This design comes from an exercise in tuning for small area and a short achievable clock period on the open sky130 flow, not from production work. RTL that was checked went through simulation tests only; none was proved equivalent to the original. No activity file was given, so power comes from the tool's default toggle rates.

Setup of v28:
Design fir_3tap, start of the top module:
module fir_3tap (input clk,
                 input [7:0] Xin,
                 input [7:0] H0,
                 input [7:0] H1,
                 input [7:0] H2,
                 output reg [15:0] Yout);
reg [15:0] Q1n, Q2n;
wire t2_p0_0 = ~(Xin[0] & H2[0]);
wire t2_p0_1 = ~(Xin[0] & H2[1]);
wire t2_p0_2 = ~(Xin[0] & H2[2]);
wire t2_p0_3 = ~(Xin[0] & H2[3]);
wire t2_p0_4 = ~(Xin[0] & H2[4]);
wire t2_p0_5 = ~(Xin[0] & H2[5]);
wire t2_p0_6 = ~(Xin[0] & H2[6]);
wire t2_p0_7 = ~(Xin[0] & H2[7]);
wire t2_p1_0 = ~(Xin[1] & H2[0]);
wire t2_p1_1 = ~(Xin[1] & H2[1]);
wire t2_p1_2 = ~(Xin[1] & H2[2]);
wire t2_p1_3 = ~(Xin[1] & H2[3]);
wire t2_p1_4 = ~(Xin[1] & H2[4]);
wire t2_p1_5 = ~(Xin[1] & H2[5]);
wire t2_p1_6 = ~(Xin[1] & H2[6]);
wire t2_p1_7 = ~(Xin[1] & H2[7]);
wire t2_p2_0 = ~(Xin[2] & H2[0]);
wire t2_p2_1 = ~(Xin[2] & H2[1]);
wire t2_p2_2 = ~(Xin[2] & H2[2]);
wire t2_p2_3 = ~(Xin[2] & H2[3]);
wire t2_p2_4 = ~(Xin[2] & H2[4]);
wire t2_p2_5 = ~(Xin[2] & H2[5]);
wire t2_p2_6 = ~(Xin[2] & H2[6]);
wire t2_p2_7 = ~(Xin[2] & H2[7]);
wire t2_p3_0 = ~(Xin[3] & H2[0]);
wire t2_p3_1 = ~(Xin[3] & H2[1]);
wire t2_p3_2 = ~(Xin[3] & H2[2]);
wire t2_p3_3 = ~(Xin[3] & H2[3]);
wire t2_p3_4 = ~(Xin[3] & H2[4]);
  ...
Size in the first run: ~49 I/O pins, ~6500 µm² of cells after synthesis.
==> flow/config.mk <==
export PLATFORM = sky130hd
export DESIGN_NAME = fir_3tap
export DESIGN_NICKNAME = fir_3tap
export VERILOG_FILES = /design/flow/design.v
export SDC_FILE = /design/flow/constraint.sdc
export NUM_CORES = 4
export LEC_CHECK = 0
export CAP_MARGIN = 20
export CORE_MARGIN = 2
export CORE_UTILIZATION = 78
export CTS_BUF_LIST = sky130_fd_sc_hd__clkbuf_8
export SLEW_MARGIN = 20
export SYNTH_HIERARCHICAL = 1
export SYNTH_MINIMUM_KEEP_SIZE = 0
export TNS_END_PERCENT = 0
==> flow/constraint.sdc <==
create_clock -name core_clock -period 12.5 [get_ports {clk}]
set_input_delay 2.5000 -clock core_clock [delete_from_list [all_inputs] [get_ports {clk}]]
set_output_delay 2.5000 -clock core_clock [all_outputs]
set_load 0.01 [all_outputs]
standard.sh (not shown) runs the stock make flow with config.mk's settings and CLKGATE_MAP_FILE= SYNTH_SCRIPT=/design/flow/synth_recipe.tcl, a recipe that flattens the netlist after the stock synthesis.
==> flow/flow/run.sh <==
#!/bin/bash
# The standard layout (standard.sh), with two changes to how it is made:
# - ports are buffered with buf_1 instead of the default delay buffer;
# - repair_timing aims for 6.6 ns of setup slack instead of 0.
set -euo pipefail
export SETUP_SLACK_MARGIN=6.6
export BUFFER_PORTS_ARGS="-buffer_cell sky130_fd_sc_hd__buf_1"
bash standard.sh > standard.log 2>&1
v28 went all the way through the flow, and no timing, DRC or antenna check failed.
What v1 does differently from v28 at the input level:
Settings: swapping 78 for 65 in CORE_UTILIZATION; putting CTS_CLUSTER_SIZE at 50 where nothing was set; swapping sky130_fd_sc_hd__clkbuf_8 for sky130_fd_sc_hd__clkbuf_16 in CTS_BUF_LIST.
## What came out
v28 → v1: largest stage delay on the critical path -40 ps, fraction of met2 tracks used by global routing -10 points, combinational power ~0 delta, routed wire length -4.0%, die area +about 20%. Diff v28 and v1: effective utilization at floorplan lower in v1. Of v1 and v28, it is v1 that has the lower shortest clock period the worst path allows after layout.
What v59 does differently from v1 at the input level:
Settings: swapping sky130_fd_sc_hd__clkbuf_16 for sky130_fd_sc_hd__clkbuf_8 in CTS_BUF_LIST; clearing CTS_CLUSTER_SIZE, which used to be 50; putting PLACE_DENSITY at 0.8 where nothing was set; swapping 65 for 55 in CORE_UTILIZATION.
--- outcome ---
v59: all stages complete, timing, DRC and antenna checks passed. The fraction of area in multi-input gates in v59 sits 0.80 points above the value recorded for v1. Area after synthesis: v1 vs v59 identical. Taking v1 as the reference, in v59 sequential power comparable; count of buffers not belonging to the clock network in the layout down 1; die area rose 17%; first-iteration DRC count grew by 36; power consumption lost 0.082 mW. Going from v1 to v59, critical path depth higher; wire length of the first global-routing pass lower.
Input changes introduced in v34 (baseline for comparison: v59):
Settings: PLACE_DENSITY removed (was 0.8).
Results
On minimum clock period after layout: between v34 and v59, it ends up higher for v59. Global-route usage delta (v34 -> v59): insignificant. In v34 the maximum clock frequency turned out about 2.2% higher than in v59. v59 -> v34: multi-input logic cell count delta 0, exact match. Summary of v34 over v59: worst-margin pin slew now sits lower, hold slack neither gained nor lost much, clock distribution power stayed essentially flat, register-to-register slack saw an increase, area of the multi-input gates increased about 0.43%. Relative to v59, final critical-path share of the clock period has decreased by 1.0 points in v34. Looking at v34 and v59, the post-route antenna net violation count is a wash.
Changes in v50 relative to v34:
==> flow/flow/run.sh <==
#!/bin/bash
# The standard layout (standard.sh), with two changes to how it is made:
# - ports are buffered with buf_1 instead of the default delay buffer;
# - repair_timing aims for 6.75 ns of setup slack instead of 0.
set -euo pipefail
export SETUP_SLACK_MARGIN=6.75
export BUFFER_PORTS_ARGS="-buffer_cell sky130_fd_sc_hd__buf_1"
bash standard.sh > standard.log 2>&1
### Flow results
- On portion of total power attributed to the clock network, v50 and v34 are basically level.
- | gate count of the mapped netlist | v34 vs v50 | ≈ equal |
- v34 → v50: final cell count did not really move, power share of the combinational group rose 0.3 points, average routed wire per standard cell neither gained nor lost much, share of the clock period used by the worst path shrank by 0.36 points, first-iteration DRC count went up 11.
- Of v50 and v34, it is v50 that has the higher critical path depth in cells.
- v50 — overall power 2.3% higher, v34 as reference
What v40 does differently from v50 at the input level:
==> flow/flow/run.sh <==
#!/bin/bash
# The standard layout (standard.sh), with two changes to how it is made:
# - ports are buffered with buf_1 instead of the default delay buffer;
# - repair_timing aims for 6.9 ns of setup slack instead of 0.
set -euo pipefail
export SETUP_SLACK_MARGIN=6.9
export SETUP_MOVE_SEQUENCE=unbuffer,sizeup,swap
export BUFFER_PORTS_ARGS="-buffer_cell sky130_fd_sc_hd__buf_1"
bash standard.sh > standard.log 2>&1
## What came out
Compare v50 and v40 | setup slack higher: v40. Measured against each other, v50 and v40 differ in part of the power in the clock network, the lower figure coming from v40. [compare] base=v50 new=v40: count of placed standard cells including taps essentially unchanged; switching power share of the total increased 0.85 points; net switching power of the design increased about 6.6%; met3 usage in global routing increased 0.27 points; overall power consumption increased 4.7%.

* * *

Setup of run 1:
Another version of the RTL of fir_3tap (not shown whole).
Size in the first run: ~720 cells after synthesis, ~48 flip-flops, roughly 49 I/O pins, roughly 0.0066 mm² of cells after synthesis.
==> flow/config.mk <==
export PLATFORM = sky130hd
export DESIGN_NAME = fir_3tap
export DESIGN_NICKNAME = fir_3tap
export VERILOG_FILES = /design/flow/design.v
export SDC_FILE = /design/flow/constraint.sdc
export NUM_CORES = 4
export LEC_CHECK = 0
export CAP_MARGIN = 20
export CORE_MARGIN = 2
export CORE_UTILIZATION = 65
export SLEW_MARGIN = 20
export SYNTH_HIERARCHICAL = 1
export SYNTH_MINIMUM_KEEP_SIZE = 0
==> flow/constraint.sdc <==
create_clock -name core_clock -period 12.5 [get_ports {clk}]
set_input_delay 2.5000 -clock core_clock [delete_from_list [all_inputs] [get_ports {clk}]]
set_output_delay 2.5000 -clock core_clock [all_outputs]
set_load 0.01 [all_outputs]
==> flow/flow/run.sh <==
#!/bin/bash
# The standard layout (standard.sh), with two changes to how it is made:
# - ports are buffered with buf_1 instead of the default delay buffer;
# - repair_timing aims for 6.8 ns of setup slack instead of 0.
set -euo pipefail
export SETUP_SLACK_MARGIN=6.8
export BUFFER_PORTS_ARGS="-buffer_cell sky130_fd_sc_hd__buf_1"
bash standard.sh > standard.log 2>&1
> inputs changed (run 1 -> run 2)
# run 1
export LEC_CHECK = 0
export CAP_MARGIN = 20
export CORE_MARGIN = 2
export CORE_UTILIZATION = 65
export SLEW_MARGIN = 20
export SYNTH_HIERARCHICAL = 1
export SYNTH_MINIMUM_KEEP_SIZE = 0
create_clock -name core_clock -period 12.5 [get_ports {clk}]
# run 2
export LEC_CHECK = 0
export CAP_MARGIN = 20
export CORE_MARGIN = 2
export CORE_UTILIZATION = 40
export SLEW_MARGIN = 20
export SYNTH_HIERARCHICAL = 1
export SYNTH_MINIMUM_KEEP_SIZE = 0
create_clock -name core_clock -period 12.5 [get_ports {clk}]
Findings:
Changes observed in run 2 relative to run 1: total track usage now sits lower; fraction of final layout cells with drive strength greater than 1 now sits at about the same level; via count now sits lower. Run 1 → run 2: wire length of the first global-routing pass fell 69 µm; setup slack now smaller; wire length now smaller. Going from run 1 to run 2, non-clock buffer instance count of the final layout grows by 2. Number of optimization iterations in the first detailed-route pass: run 2 < run 1.
Changes in run 3 relative to run 2:
==> flow/flow/run.sh <==
#!/bin/bash
# The standard layout (standard.sh), with two changes to how it is made:
# - ports are buffered with buf_1 instead of the default delay buffer;
# - repair_timing aims for 5 ns of setup slack instead of 0.
set -euo pipefail
export SETUP_SLACK_MARGIN=5
export BUFFER_PORTS_ARGS="-buffer_cell sky130_fd_sc_hd__buf_1"
bash standard.sh > standard.log 2>&1
Findings:
Cmp run 3 and run 2 / internal power / lower: run 3
Looking at share of total power in combinational logic, run 3 sits 2.3 points below run 2.
The worst IR drop on VDD in run 3 sits 7.3% above the value recorded for run 2.
No run of this note included a check of the RTL's function; only the layout flow was run.

* * *

Another version of the RTL of fir_3tap (not shown whole).
For scale: about 49 I/O pins, ~6500 um2 of cells after synthesis.
make LEC_CHECK=0 CAP_MARGIN=20 CORE_MARGIN=2 CORE_UTILIZATION=40 SLEW_MARGIN=20 SYNTH_HIERARCHICAL=1 SYNTH_MINIMUM_KEEP_SIZE=0 finish   # period 12.5 ns
run.sh (not shown) runs the stock make flow with config.mk's settings and CLKGATE_MAP_FILE= SYNTH_SCRIPT=/design/flow/synth_recipe.tcl, a recipe that flattens the netlist after the stock synthesis.
Stock flow here: none of the scripts above is used.
Edit:
==> flow/flow/run.sh (new file) <==
#!/bin/bash
cp standard.sh standard_sh_copy.txt
cp config.mk config_mk_copy.txt
export SETUP_SLACK_MARGIN=7
bash standard.sh > standard.log 2>&1
==> flow/standard.sh (new file) <==
#!/bin/bash
# synth_recipe.tcl (not shown) runs the flow's synth.tcl, then flattens the netlist and writes it again
# the make line also repeats each setting of config.mk as NAME=value (left out here)
make -C /OpenROAD-flow-scripts/flow DESIGN_CONFIG=/design/flow/config.mk WORK_HOME=/design/flow/orfs CLKGATE_MAP_FILE= SYNTH_SCRIPT=/design/flow/synth_recipe.tcl "${@:-finish}"
removed: flow/run.sh
Synthesized cell count is unchanged. Fmax goes up by 23%. Utilization goes up by 7.5 points.

[afterwards: timing with drivers on the ports]
The flow's constraints put no driver on any port. The routed layouts listed below were extracted and timed again, unchanged, in two steps. Step 1 assumes that a clkbuf_16 drives the clock port and a buf_2 every other input. Step 2 adds t to the input delays and takes it off the output delays; t is the mean of the earliest and latest rising clock arrival at the registers after step 1. Input paths then give back, and output paths get back, about the clock's delay inside the block. Three values: ideal ports, drivers, drivers and shift; two values: the first two.
| run | t (ns) | setup WS [ns] | worst setup path after step 2 | worst slew at a driven data input, ns | cell pins on the clock port's net |
|---|---|---|---|---|---|
| v28 | 0.336 | 6.665 / 6.680 / 6.345 | input to register | 0.03 | 1 |
| v1 | 0.324 | 6.770 / 6.787 / 6.463 | input to register | 0.03 | 1 |
| v59 | 0.346 | 6.672 / 6.678 / 6.333 | input to register | 0.04 | 1 |
| v34 | 0.338 | 6.799 / 6.804 / 6.467 | input to register | 0.03 | 1 |
| v50 | 0.353 | 6.844 / 6.853 / 6.500 | input to register | 0.04 | 1 |
| v40 | 0.343 | 7.003 / 6.985 / 6.642 | input to register | 0.06 | 1 |
| run 1 | 0.345 | 6.957 / 6.971 / 6.626 | input to register | 0.04 | 1 |
| run 2 | 0.329 | 6.928 / 6.940 / 6.611 | input to register | 0.03 | 1 |
| run 3 | 0.322 | 6.653 / 6.669 / 6.348 | input to register | 0.04 | 1 |
| the first run of note 3 | 0.331 | 5.235 / 5.242 / 4.912 | input to register | 0.04 | 1 |
| the second run of note 3 | 0.342 | 6.592 / 6.563 / 6.222 | input to register | 0.14 | 1 |
After both steps every run listed still meets setup and hold. For the second run of note 3, which loses most, drivers alone change the setup slack by -0.029 ns; drivers and shift together by -0.370 ns.
